What follows belongs to an exercise in optimizing a design on an open flow for small area; a production flow would make more cautious choices. In this exercise RTL edits were held to simulation tests only and were not proved equivalent to the original. Power is estimated from default activity; no workload was simulated. The flow treats the clock pin as an ideal source, which a real chip does not have.

==> flow/design.v (excerpt) <==
module sv_remapper_12k_top #(
  parameter DATA_WIDTH       = 8,
  parameter IMAGE_KERNEL_12K = 64,
  parameter IMG_WIDTH        = 256,
  parameter IMG_HEIGHT       = 128
)(
  input  logic                  i_clk,
  input  logic                  i_aresetn,
  input  logic [DATA_WIDTH-1:0] s_axis_tdata,
  input  logic                  s_axis_tvalid,
  input  logic                  s_axis_tuser,
  input  logic                  s_axis_tlast,
  output logic                  s_axis_tready,
  output logic [DATA_WIDTH-1:0] m_axis_tdata,
  output logic                  m_axis_tvalid,
  output logic                  m_axis_tuser,
  output logic                  m_axis_tlast
);
clock: 4.0 ns
lec_check: 0
cap_margin: 0
core_margin: 2
core_utilization: 70
cts_buf_list: sky130_fd_sc_hd__clkbuf_16
cts_cluster_diameter: 80
cts_cluster_size: 30
gpl_timing_driven: 0
setup_slack_margin: 0.3
slew_margin: 0
synth_hierarchical: 1
standard.sh (not shown) runs the stock make flow with config.mk's settings and CLKGATE_MAP_FILE= SYNTH_SCRIPT=/design/flow/synth_recipe.tcl, a recipe that flattens the netlist after the stock synthesis.
==> flow/flow/run.sh <==
#!/bin/bash
# Layout flow: the standard layout (standard.sh), unchanged except that
# the clock tree is built without dummy loads and the ports are buffered with
# buf_2 cells, and the buffers of synthesis are removed before placement
# (repair then adds the ones the layout needs). The whole make output goes to standard.log here; each ORFS
# step also keeps its own log under orfs/logs/.
set -euo pipefail
CTS_ARGS="-sink_clustering_enable -repair_clock_nets -dont_use_dummy_load"
CTS_ARGS+=" -sink_clustering_size 34 -sink_clustering_max_diameter 80"
CTS_ARGS+=" -buf_list sky130_fd_sc_hd__clkbuf_16"
bash standard.sh "CTS_ARGS=$CTS_ARGS" \
  "BUFFER_PORTS_ARGS=-buffer_cell sky130_fd_sc_hd__buf_2" \
  REMOVE_ABC_BUFFERS=1 \
  finish > standard.log 2>&1
Then changed:
- CORE_UTILIZATION: 70 -> 80
=> Critical path depth does not change. Wire length went up by 14%. Die area decreases by 12%.
Then changed:
--- a/flow/flow/run.sh
+++ b/flow/flow/run.sh
@@ -9 +9 @@
-CTS_ARGS+=" -sink_clustering_size 34 -sink_clustering_max_diameter 80"
+CTS_ARGS+=" -sink_clustering_size 30 -sink_clustering_max_diameter 80"
- CORE_UTILIZATION: 80 -> 70
What happened: Register-to-register slack loses 0.05 ns. Sequential power barely changes. Power went up slightly. Non-clock buffer count is unchanged. Global-route usage fell by 9.8 points.
Then changed:
- CORE_UTILIZATION: 70 -> 80
After rerunning: The new run ran to the end with no violations; total power grows by about 0.8%; count of clock-buffer cells in the layout falls by 1; clock power barely changes; via count went up by about 10%; setup slack is worse by 0.026 ns; area after synthesis stays the same; die area shrinks by about 12%; sequential power is about the same; non-clock buffer count does not change; worst hold slack improves by 0.022 ns; combinational power is higher by about 3%.

---

The RTL this note starts from:
==> flow/design.v <==
`timescale 1ns / 1ps
module s_axis_remapper #(
  parameter DATA_WIDTH       = 8,
  parameter IMAGE_KERNEL_12K = 64
)(
  input  logic                  i_clk,
  input  logic                  i_aresetn,
  input  logic [DATA_WIDTH-1:0] i_axis_tdata,
  input  logic                  i_axis_tvalid,
  output logic [DATA_WIDTH-1:0] o_wr_data,      
  output logic                  o_wr_en,        
  output logic [5:0]            o_wr_idx_nx,    
  output logic                  o_kernel_done   
);
always_ff @( posedge i_clk )
  o_wr_data <= i_axis_tdata;
logic [5:0] wr_idx;
assign o_wr_idx_nx = wr_idx + o_wr_en;
always_ff @( posedge i_clk, negedge i_aresetn )
  begin
    if ( ~i_aresetn ) begin
      o_wr_en <= 1'b0;
      wr_idx  <= '0;
    end else begin
      o_wr_en <= i_axis_tvalid;
      wr_idx  <= o_wr_idx_nx;
    end
  end
assign o_kernel_done = o_wr_en & ( &wr_idx );
endmodule
`timescale 1ns / 1ps
module remapper_module #(
  parameter DATA_WIDTH       = 8,
  parameter IMAGE_KERNEL_12K = 64
)(
  input  logic                  i_clk,
  input  logic                  i_aresetn,
  input  logic [DATA_WIDTH-1:0] i_wr_data,
  input  logic                  i_wr_en,
  input  logic [5:0]            i_wr_idx_nx,    
  input  logic                  i_kernel_done,
  input  logic [5:0]            i_rd_idx_nx,    
  output logic [DATA_WIDTH-1:0] o_rd_data,
  output logic                  o_rd_frame_start,  
  output logic                  o_rd_line_end      
);
logic [8:0] kernel_cnt, kernel_cnt_nx;
logic [1:0] kernel_mod3, kernel_mod3_nx;
always_comb
  begin
    kernel_cnt_nx  = kernel_cnt;
    kernel_mod3_nx = kernel_mod3;
    if ( i_kernel_done ) begin
      kernel_cnt_nx  = kernel_cnt + 1'b1;
      kernel_mod3_nx = ( kernel_mod3 == 2'd2 ) ? 2'd0 : kernel_mod3 + 1'b1;
    end
  end
always_ff @( posedge i_clk, negedge i_aresetn )
  begin
    if ( ~i_aresetn ) begin
      kernel_cnt  <= '0;
      kernel_mod3 <= '0;
    end else begin
      kernel_cnt  <= kernel_cnt_nx;
      kernel_mod3 <= kernel_mod3_nx;
    end
  end
assign o_rd_frame_start = ( kernel_cnt == 9'd1 );
assign o_rd_line_end    = ( kernel_cnt[1:0] == 2'd0 );
function automatic logic [5:0] slot_of ( input logic [5:0] x, input logic [1:0] m3,
                                         input logic m0, input logic m1 );
  logic [5:0] y;
  case ( { m3, m0 } )
    3'b000 : y = x;                                            
    3'b011 : y = { x[0], x[3], x[2], x[1], x[5], x[4] };       
    3'b100 : y = { x[4], x[2], x[1], x[5], x[0], x[3] };       
    3'b001 : y = { x[3], x[1], x[5], x[0], x[4], x[2] };       
    3'b010 : y = { x[2], x[5], x[0], x[4], x[3], x[1] };       
    default: y = { x[1], x[0], x[4], x[3], x[2], x[5] };       
  endcase
  slot_of = y ^ { 6 { m1 } };
endfunction
logic [5:0] wr_slot, rd_slot;
always_ff @( posedge i_clk )
  begin
    wr_slot <= slot_of( i_wr_idx_nx, kernel_mod3_nx, kernel_cnt_nx[0], kernel_cnt_nx[1] );
    rd_slot <= slot_of( i_rd_idx_nx, kernel_mod3_nx, kernel_cnt_nx[0], kernel_cnt_nx[1] );
  end
logic [7:0] wr_hi, wr_lo, rd_hi, rd_lo;
always_comb
  begin
    for ( int i = 0; i < 8; i++ ) begin
      wr_hi[i] = i_wr_en & ( wr_slot[5:3] == i );
      wr_lo[i] = ( wr_slot[2:0] == i );
      rd_hi[i] = ( rd_slot[5:3] == i );
      rd_lo[i] = ( rd_slot[2:0] == i );
    end
  end
logic [DATA_WIDTH-1:0] mem [0:IMAGE_KERNEL_12K-1];
logic [DATA_WIDTH-1:0] rd_or;
always_ff @( posedge i_clk )
  for ( int s = 0; s < IMAGE_KERNEL_12K; s++ )
    if ( wr_hi[s/8] & wr_lo[s%8] ) mem[s] <= i_wr_data;
always_comb
  begin
    rd_or = '0;
    for ( int s = 0; s < IMAGE_KERNEL_12K; s++ )
      rd_or = rd_or | ( mem[s] & { DATA_WIDTH { rd_hi[s/8] & rd_lo[s%8] } } );
  end
assign o_rd_data = rd_or;
endmodule
`timescale 1ns / 1ps
module m_axis_remapper #(
  parameter DATA_WIDTH       = 8,
  parameter IMAGE_KERNEL_12K = 64
)(
  input  logic                  i_clk,
  input  logic                  i_aresetn,
  input  logic                  i_kernel_done,
  output logic [5:0]            o_rd_idx_nx,    
  input  logic [DATA_WIDTH-1:0] i_rd_data,
  input  logic                  i_rd_frame_start,
  input  logic                  i_rd_line_end,
  output logic [DATA_WIDTH-1:0] m_axis_tdata,
  output logic                  m_axis_tvalid,
  output logic                  m_axis_tuser,
  output logic                  m_axis_tlast
);
logic       rd_active;
logic [5:0] rd_idx;
assign o_rd_idx_nx = rd_idx + rd_active;
always_ff @( posedge i_clk, negedge i_aresetn )
  begin
    if ( ~i_aresetn ) begin
      rd_active     <= 1'b0;
      rd_idx        <= '0;
      m_axis_tvalid <= 1'b0;
      m_axis_tuser  <= 1'b0;
      m_axis_tlast  <= 1'b0;
    end else begin
      rd_active     <= i_kernel_done | ( rd_active & ~( &rd_idx ) );
      rd_idx        <= o_rd_idx_nx;
      m_axis_tvalid <= rd_active;
      m_axis_tuser  <= ( rd_idx == 6'd0 ) & i_rd_frame_start;
      m_axis_tlast  <= ( &rd_idx ) & i_rd_line_end;
    end
  end
always_ff @( posedge i_clk )
  m_axis_tdata <= i_rd_data;
endmodule
`timescale 1ns / 1ps
module sv_remapper_12k_top #(
  parameter DATA_WIDTH       = 8,
  parameter IMAGE_KERNEL_12K = 64,
  parameter IMG_WIDTH        = 256,
  parameter IMG_HEIGHT       = 128
)(
  input  logic                  i_clk,
  input  logic                  i_aresetn,
  input  logic [DATA_WIDTH-1:0] s_axis_tdata,
  input  logic                  s_axis_tvalid,
  input  logic                  s_axis_tuser,
  input  logic                  s_axis_tlast,
  output logic                  s_axis_tready,
  output logic [DATA_WIDTH-1:0] m_axis_tdata,
  output logic                  m_axis_tvalid,
  output logic                  m_axis_tuser,
  output logic                  m_axis_tlast
);
always_ff @( posedge i_clk, negedge i_aresetn )
  begin
    if ( ~i_aresetn ) s_axis_tready <= 1'b0;
    else              s_axis_tready <= 1'b1;
  end
logic [DATA_WIDTH-1:0] wr_data;
logic                  wr_en;
logic [5:0]            wr_idx_nx;
logic                  kernel_done;
logic [5:0]            rd_idx_nx;
logic [DATA_WIDTH-1:0] rd_data;
logic                  rd_frame_start;
logic                  rd_line_end;
s_axis_remapper #(
  .DATA_WIDTH       ( DATA_WIDTH       ),
  .IMAGE_KERNEL_12K ( IMAGE_KERNEL_12K )
) remapper_receiver (
  .i_clk         ( i_clk         ),
  .i_aresetn     ( i_aresetn     ),
  .i_axis_tdata  ( s_axis_tdata  ),
  .i_axis_tvalid ( s_axis_tvalid ),
  .o_wr_data     ( wr_data       ),
  .o_wr_en       ( wr_en         ),
  .o_wr_idx_nx   ( wr_idx_nx     ),
  .o_kernel_done ( kernel_done   )
);
remapper_module #(
  .DATA_WIDTH       ( DATA_WIDTH       ),
  .IMAGE_KERNEL_12K ( IMAGE_KERNEL_12K )
) remapper_proc (
  .i_clk            ( i_clk          ),
  .i_aresetn        ( i_aresetn      ),
  .i_wr_data        ( wr_data        ),
  .i_wr_en          ( wr_en          ),
  .i_wr_idx_nx      ( wr_idx_nx      ),
  .i_kernel_done    ( kernel_done    ),
  .i_rd_idx_nx      ( rd_idx_nx      ),
  .o_rd_data        ( rd_data        ),
  .o_rd_frame_start ( rd_frame_start ),
  .o_rd_line_end    ( rd_line_end    )
);
m_axis_remapper #(
  .DATA_WIDTH       ( DATA_WIDTH       ),
  .IMAGE_KERNEL_12K ( IMAGE_KERNEL_12K )
) remapper_transmitter (
  .i_clk            ( i_clk          ),
  .i_aresetn        ( i_aresetn      ),
  .i_kernel_done    ( kernel_done    ),
  .o_rd_idx_nx      ( rd_idx_nx      ),
  .i_rd_data        ( rd_data        ),
  .i_rd_frame_start ( rd_frame_start ),
  .i_rd_line_end    ( rd_line_end    ),
  .m_axis_tdata     ( m_axis_tdata   ),
  .m_axis_tvalid    ( m_axis_tvalid  ),
  .m_axis_tuser     ( m_axis_tuser   ),
  .m_axis_tlast     ( m_axis_tlast   )
);
endmodule
clock: 4.0 ns
lec_check: 0
cap_margin: 20
core_margin: 2
core_utilization: 55
cts_buf_list: sky130_fd_sc_hd__clkbuf_8
gpl_timing_driven: 0
setup_slack_margin: 0.3
slew_margin: 20
run.sh (not shown) runs the stock make flow with config.mk's settings and CLKGATE_MAP_FILE= SYNTH_SCRIPT=/design/flow/synth_recipe.tcl, a recipe that flattens the netlist after the stock synthesis.
Stock flow here: none of the scripts above is used.
==> next run, changes <==
CORE_UTILIZATION = 40   (was 55)
CTS_BUF_LIST = not set   (was sky130_fd_sc_hd__clkbuf_8)
SETUP_SLACK_MARGIN = not set   (was 0.3)
After rerunning: The new run went through all stages and came out clean. Clock skew rises by 20 ps. Routed wire length decreases by 0.43%. Via count went down by 1.2%. Register-to-register slack degrades by 110 ps. Die area rose by 37%. Setup slack gets worse by 110 ps. Clock power climbs by 24%.
==> next run, changes <==
CORE_UTILIZATION = 55   (was 40)
CTS_BUF_LIST = sky130_fd_sc_hd__clkbuf_16   (was not set)
CTS_CLUSTER_DIAMETER = 80   (was not set)
CTS_CLUSTER_SIZE = 30   (was not set)
SETUP_SLACK_MARGIN = 0.3   (was not set)
After rerunning: Core utilization goes up by 15 points. Critical path depth stays the same. Total power goes down by about a fifth. Clock power goes down by well over a third. Clock-buffer cell count goes down by 43.
==> next run, changes <==
CTS_BUF_LIST = sky130_fd_sc_hd__clkbuf_8   (was sky130_fd_sc_hd__clkbuf_16)
CTS_CLUSTER_DIAMETER = not set   (was 80)
CTS_CLUSTER_SIZE = not set   (was 30)
SETUP_SLACK_MARGIN = not set   (was 0.3)
- This time the run reached the layout checks and failed them: setup timing
- fmax shrinks by about 12%
- sequential share of layout area came out lower by 1.9 points
- synthesized cell count does not change
- clock-buffer cell count rose by 65
- total power went up by 9.5%
- utilization came out higher by 1.7 points
- critical path depth is unchanged
- sequential power is about the same
- die area stays the same
- synthesized area stays the same

afterwards: timing with drivers on the ports:
Ports are ideal in the flow. The routed layouts listed here were re-timed in OpenROAD.
Step 1 assumes that a clkbuf_16 drives the clock port and a buf_2 every other input.
Step 2, shift: input delay + t, output delay - t, t = (earliest + latest rising clock arrival at the registers) / 2. This alone moves slack from input paths to output paths.
a / b / c = no drivers / after step 1 / after step 2; a / b = the first two.
run	t, ns	setup slack, ns	worst register clock-pin slew, ns	worst slew at a driven data input, ns
the first run of note 1	0.597	0.437 / 0.437 / 0.437	0.12 / 0.12	0.03
the second run of note 1	0.597	0.353 / 0.353 / 0.353	0.12 / 0.12	0.05
the third run of note 1	0.593	0.300 / 0.300 / 0.300	0.11 / 0.11	0.03
the fourth run of note 1	0.603	0.274 / 0.274 / 0.274	0.12 / 0.12	0.04
the first run of note 2	0.703	0.321 / 0.321 / 0.321	0.07 / 0.07	0.04
the second run of note 2	0.700	0.212 / 0.212 / 0.212	0.07 / 0.07	0.03
the third run of note 2	0.652	0.356 / 0.356 / 0.356	0.12 / 0.12	0.03
the fourth run of note 2	0.704	-0.140 / -0.140 / -0.140	0.07 / 0.07	0.04
